From an optimization exercise on the open Yosys and OpenROAD flow, aimed at a short achievable clock period and few clock cycles; shortcuts taken in it are not production practice. Function was checked by simulation only, so behaviour that the tests miss may differ from the original. No activity file was given, so power comes from the tool's default toggle rates.

== the previous run ==
==> flow/design.v <==
`timescale 1ns / 1ps
module top (
    input         clk,
    input         rst,
    output [31:0] imem_addr,
    input  [31:0] imem_data,
    output        reg_we,
    output [ 4:0] reg_waddr,
    output [31:0] reg_wdata,
    output        mem_we,
    output [ 4:0] mem_addr,
    output [31:0] mem_wdata
);
  reg [31:0] pc;
  reg [31:0] rf[0:31];
  reg [31:0] dm[0:31];
  wire [31:0] ir = imem_data;
  wire [5:0] op = ir[31:26];
  wire [4:0] rs = ir[25:21];
  wire [4:0] rt = ir[20:16];
  wire [4:0] rd = ir[15:11];
  wire [5:0] fn = ir[5:0];
  wire [31:0] simm = {{16{ir[15]}}, ir[15:0]};
  wire is_r    = (op == 6'b000000);
  wire is_addi = (op == 6'b001000);
  wire is_andi = (op == 6'b001100);
  wire is_lw   = (op == 6'b100011);
  wire is_sw   = (op == 6'b101011);
  wire is_beq  = (op == 6'b000100);
  wire is_bne  = (op == 6'b000101);
  wire is_j    = (op == 6'b000010);
  reg        s2_rwe;      
  reg        s2_mwe;      
  reg        s2_ld;       
  reg [4:0]  s2_dst;
  reg [31:0] s2_a, s2_b, s2_sd;
  reg [4:0]  s2_imm;      
  reg        s2_add, s2_sub, s2_and, s2_or, s2_xor, s2_nor, s2_slt;
  wire [31:0] s2_res;
  wire byp_a = s2_rwe && (s2_dst == rs);
  wire byp_b = s2_rwe && (s2_dst == rt);
  wire [31:0] rA = byp_a ? s2_res : rf[rs];
  wire [31:0] rB = byp_b ? s2_res : rf[rt];
  wire [31:0] pc4 = pc + 32'd4;
  wire [31:0] br_tgt = pc4 + {simm[29:0], 2'b00};
  wire [31:0] j_tgt = {pc4[31:28], ir[25:0], 2'b00};
  wire is_br = is_beq || is_bne;
  wire pred_t = is_br && ((rs == rt) ? is_beq : ir[15]);
  reg        s2_br, s2_bne, s2_pred;
  reg [31:0] s2_alt;        
  wire s2_eq = (s2_a == s2_sd);
  wire mispredict = s2_br && ((s2_bne ^ s2_eq) != s2_pred);
  wire [31:0] next_pc = rst ? 32'd0 :
                        mispredict ? s2_alt :
                        is_j ? j_tgt :
                        pred_t ? br_tgt : pc4;
  wire v1 = !rst && !mispredict;    
  always @(posedge clk) begin
    s2_br <= v1 && is_br;
    s2_bne <= is_bne;
    s2_pred <= pred_t;
    s2_alt <= pred_t ? pc4 : br_tgt;
  end
  always @(posedge clk) pc <= next_pc;
  reg d_add, d_sub, d_and, d_or, d_xor, d_nor, d_slt;
  always @* begin
    {d_add, d_sub, d_and, d_or, d_xor, d_nor, d_slt} = 7'b0;
    if (is_r) begin
      case (fn)
        6'b100000, 6'b100001: d_add = 1'b1;
        6'b100010, 6'b100011: d_sub = 1'b1;
        6'b100101: d_or = 1'b1;
        6'b100110: d_xor = 1'b1;
        6'b100111: d_nor = 1'b1;
        6'b101010, 6'b101011: d_slt = 1'b1;
        default: d_and = 1'b1;
      endcase
    end else if (is_andi) d_and = 1'b1;
    else d_add = 1'b1;
  end
  always @(posedge clk) begin
    s2_rwe <= v1 && (is_r || is_addi || is_andi || is_lw);
    s2_mwe <= v1 && is_sw;
    s2_ld <= is_lw;
    s2_dst <= is_r ? rd : rt;
    s2_a <= rA;
    s2_b <= is_r ? rB : simm;
    s2_sd <= rB;
    s2_imm <= ir[4:0];
    {s2_add, s2_sub, s2_and, s2_or, s2_xor, s2_nor, s2_slt} <=
        {d_add, d_sub, d_and, d_or, d_xor, d_nor, d_slt};
  end
  wire [32:0] diff = {1'b0, s2_a} - {1'b0, s2_b};
  wire [31:0] alu = ({32{s2_add}} & (s2_a + s2_b)) |
                    ({32{s2_sub}} & diff[31:0]) |
                    ({32{s2_and}} & (s2_a & s2_b)) |
                    ({32{s2_or}}  & (s2_a | s2_b)) |
                    ({32{s2_xor}} & (s2_a ^ s2_b)) |
                    ({32{s2_nor}} & (s2_a | ~s2_b)) |
                    ({31'b0, s2_slt & diff[32]});
  wire [4:0] s2_maddr = s2_a[4:0] + s2_imm;
  assign s2_res = s2_ld ? dm[s2_maddr] : alu;
  always @(posedge clk) begin
    if (s2_rwe) rf[s2_dst] <= s2_res;
    if (s2_mwe) dm[s2_maddr] <= s2_sd;
  end
  reg        o_rwe, o_mwe;
  reg [4:0]  o_rwaddr, o_maddr;
  reg [31:0] o_rwdata, o_mwdata;
  always @(posedge clk) begin
    o_rwe <= s2_rwe && !rst;
    o_mwe <= s2_mwe && !rst;
    o_rwaddr <= s2_dst;
    o_rwdata <= s2_res;
    o_maddr <= s2_maddr;
    o_mwdata <= s2_sd;
  end
  assign imem_addr = pc;
  assign reg_we    = o_rwe & ~rst;
  assign reg_waddr = o_rwaddr;
  assign reg_wdata = o_rwdata;
  assign mem_we    = o_mwe & ~rst;
  assign mem_addr  = o_maddr;
  assign mem_wdata = o_mwdata;
endmodule
export LEC_CHECK = 0
export ABC_CLOCK_PERIOD_IN_PS = 4000
export CAP_MARGIN = 20
export CORE_MARGIN = 2
export CORE_UTILIZATION = 40
export PLACE_DENSITY = 0.6
export SETUP_SLACK_MARGIN = 5
export SLEW_MARGIN = 20
create_clock -name core_clock -period 11.0 [get_ports {clk}]
run.sh (not shown) runs the stock make flow with config.mk's settings and CLKGATE_MAP_FILE= SYNTH_SCRIPT=/design/flow/synth_recipe.tcl, a recipe that flattens the netlist after the stock synthesis.
Testbench counts of the previous run, summed over its fixed seeds: cycles 108,398.
Changes in the current run relative to the previous run:
--- a/flow/design.v
+++ b/flow/design.v
@@ -33,9 +33,9 @@
   reg        s2_mwe;      
   reg        s2_ld;       
   reg [4:0]  s2_dst;
   reg [31:0] s2_a, s2_b, s2_sd;
-  reg [4:0]  s2_imm;      
+  reg [4:0]  s2_maddr;    
   reg        s2_add, s2_sub, s2_and, s2_or, s2_xor, s2_nor, s2_slt;
   wire [31:0] s2_res;
   wire byp_a = s2_rwe && (s2_dst == rs);
   wire byp_b = s2_rwe && (s2_dst == rt);
@@ -43,25 +43,12 @@
   wire [31:0] rB = byp_b ? s2_res : rf[rt];
   wire [31:0] pc4 = pc + 32'd4;
   wire [31:0] br_tgt = pc4 + {simm[29:0], 2'b00};
   wire [31:0] j_tgt = {pc4[31:28], ir[25:0], 2'b00};
-  wire is_br = is_beq || is_bne;
-  wire pred_t = is_br && ((rs == rt) ? is_beq : ir[15]);
-  reg        s2_br, s2_bne, s2_pred;
-  reg [31:0] s2_alt;        
-  wire s2_eq = (s2_a == s2_sd);
-  wire mispredict = s2_br && ((s2_bne ^ s2_eq) != s2_pred);
-  wire [31:0] next_pc = rst ? 32'd0 :
-                        mispredict ? s2_alt :
-                        is_j ? j_tgt :
-                        pred_t ? br_tgt : pc4;
-  wire v1 = !rst && !mispredict;    
-  always @(posedge clk) begin
-    s2_br <= v1 && is_br;
-    s2_bne <= is_bne;
-    s2_pred <= pred_t;
-    s2_alt <= pred_t ? pc4 : br_tgt;
-  end
+  wire eq = (rA == rB);
+  wire taken = (is_beq && eq) || (is_bne && !eq);
+  wire [31:0] seq_pc = rst ? 32'd0 : (is_j ? j_tgt : pc4);
+  wire [31:0] next_pc = (taken && !rst) ? br_tgt : seq_pc;
   always @(posedge clk) pc <= next_pc;
   reg d_add, d_sub, d_and, d_or, d_xor, d_nor, d_slt;
   always @* begin
     {d_add, d_sub, d_and, d_or, d_xor, d_nor, d_slt} = 7'b0;
@@ -78,16 +65,16 @@
     end else if (is_andi) d_and = 1'b1;
     else d_add = 1'b1;
   end
   always @(posedge clk) begin
-    s2_rwe <= v1 && (is_r || is_addi || is_andi || is_lw);
-    s2_mwe <= v1 && is_sw;
+    s2_rwe <= !rst && (is_r || is_addi || is_andi || is_lw);
+    s2_mwe <= !rst && is_sw;
     s2_ld <= is_lw;
     s2_dst <= is_r ? rd : rt;
     s2_a <= rA;
     s2_b <= is_r ? rB : simm;
     s2_sd <= rB;
-    s2_imm <= ir[4:0];
+    s2_maddr <= rA[4:0] + ir[4:0];
     {s2_add, s2_sub, s2_and, s2_or, s2_xor, s2_nor, s2_slt} <=
         {d_add, d_sub, d_and, d_or, d_xor, d_nor, d_slt};
   end
   wire [32:0] diff = {1'b0, s2_a} - {1'b0, s2_b};
@@ -97,9 +84,8 @@
                     ({32{s2_or}}  & (s2_a | s2_b)) |
                     ({32{s2_xor}} & (s2_a ^ s2_b)) |
                     ({32{s2_nor}} & (s2_a | ~s2_b)) |
                     ({31'b0, s2_slt & diff[32]});
-  wire [4:0] s2_maddr = s2_a[4:0] + s2_imm;
   assign s2_res = s2_ld ? dm[s2_maddr] : alu;
   always @(posedge clk) begin
     if (s2_rwe) rf[s2_dst] <= s2_res;
     if (s2_mwe) dm[s2_maddr] <= s2_sd;
[summary]
In the tables for the current run and the previous run, simple logic cell fraction of the synthesized area reads higher with the current run. Compared with the previous run, the current run shows total internal power higher by about 2%. Looking at initial core utilization across the current run and the previous run, the one that comes out higher is the current run. The current run: maximum frequency lower than the previous run. The current run ended up with more standard cells than the previous run. Cmp the current run vs the previous run: clock network power higher in the current run. A worst setup path endpoint of s2_b[27]$_DFF_P_ is what the previous run shows, while pc[14]$_DFF_P_ belongs to the current run. Comparing the current run and the previous run, post-layout minimum cycle time is lower on the previous run. Between the current run and the previous run, the difference in adder and majority gate portion of the synthesized area is negligible. The non-clock buffer count reported for the current run is greater than that of the previous run by 12. Summary: with the previous run as the reference, cell area in the current run moved up slightly. Est. power | the current run vs the previous run | the current run higher. Looking at cell count after placement, the current run sits above the previous run. Between the current run and the previous run, routed wire length is lower for the previous run, the current run comes in above that.
Testbench counts of the current run, summed over its fixed seeds: cycles 103,492.

==> what the ideal ports hide <==
No port has a modelled driver above. Below, the same layouts with a new extraction and two added sets of constraints. Step 1 (the two cells are an assumption about what drives the block):
set clk [get_ports {clk}]
set_driving_cell -lib_cell sky130_fd_sc_hd__clkbuf_16 $clk
set_driving_cell -lib_cell sky130_fd_sc_hd__buf_2 [delete_from_list [all_inputs] $clk]
Step 2 moves the port delays by t, midway between the first and last clock arrival at a register: inputs arrive t later, outputs are due t later. That takes back most of the time a late clock gives input paths. Three values: no drivers, after step 1, after step 2; two values: the first two.
| run | t, ns | setup WS [ns] | slew at the worst register clock pin (ns) | pins driven straight from the clock port |
|---|---|---|---|---|
| the previous run | 0.983 | 5.060 / 5.060 / 4.457 | 0.07 / 0.07 | 1 |
| the current run | 0.948 | 4.765 / 4.508 / 3.561 | 0.07 / 0.07 | 1 |
After both steps every run listed still meets setup and hold. The setup slack of the current run, which loses most, moves by -0.257 ns with the drivers and by -1.204 ns with both steps.
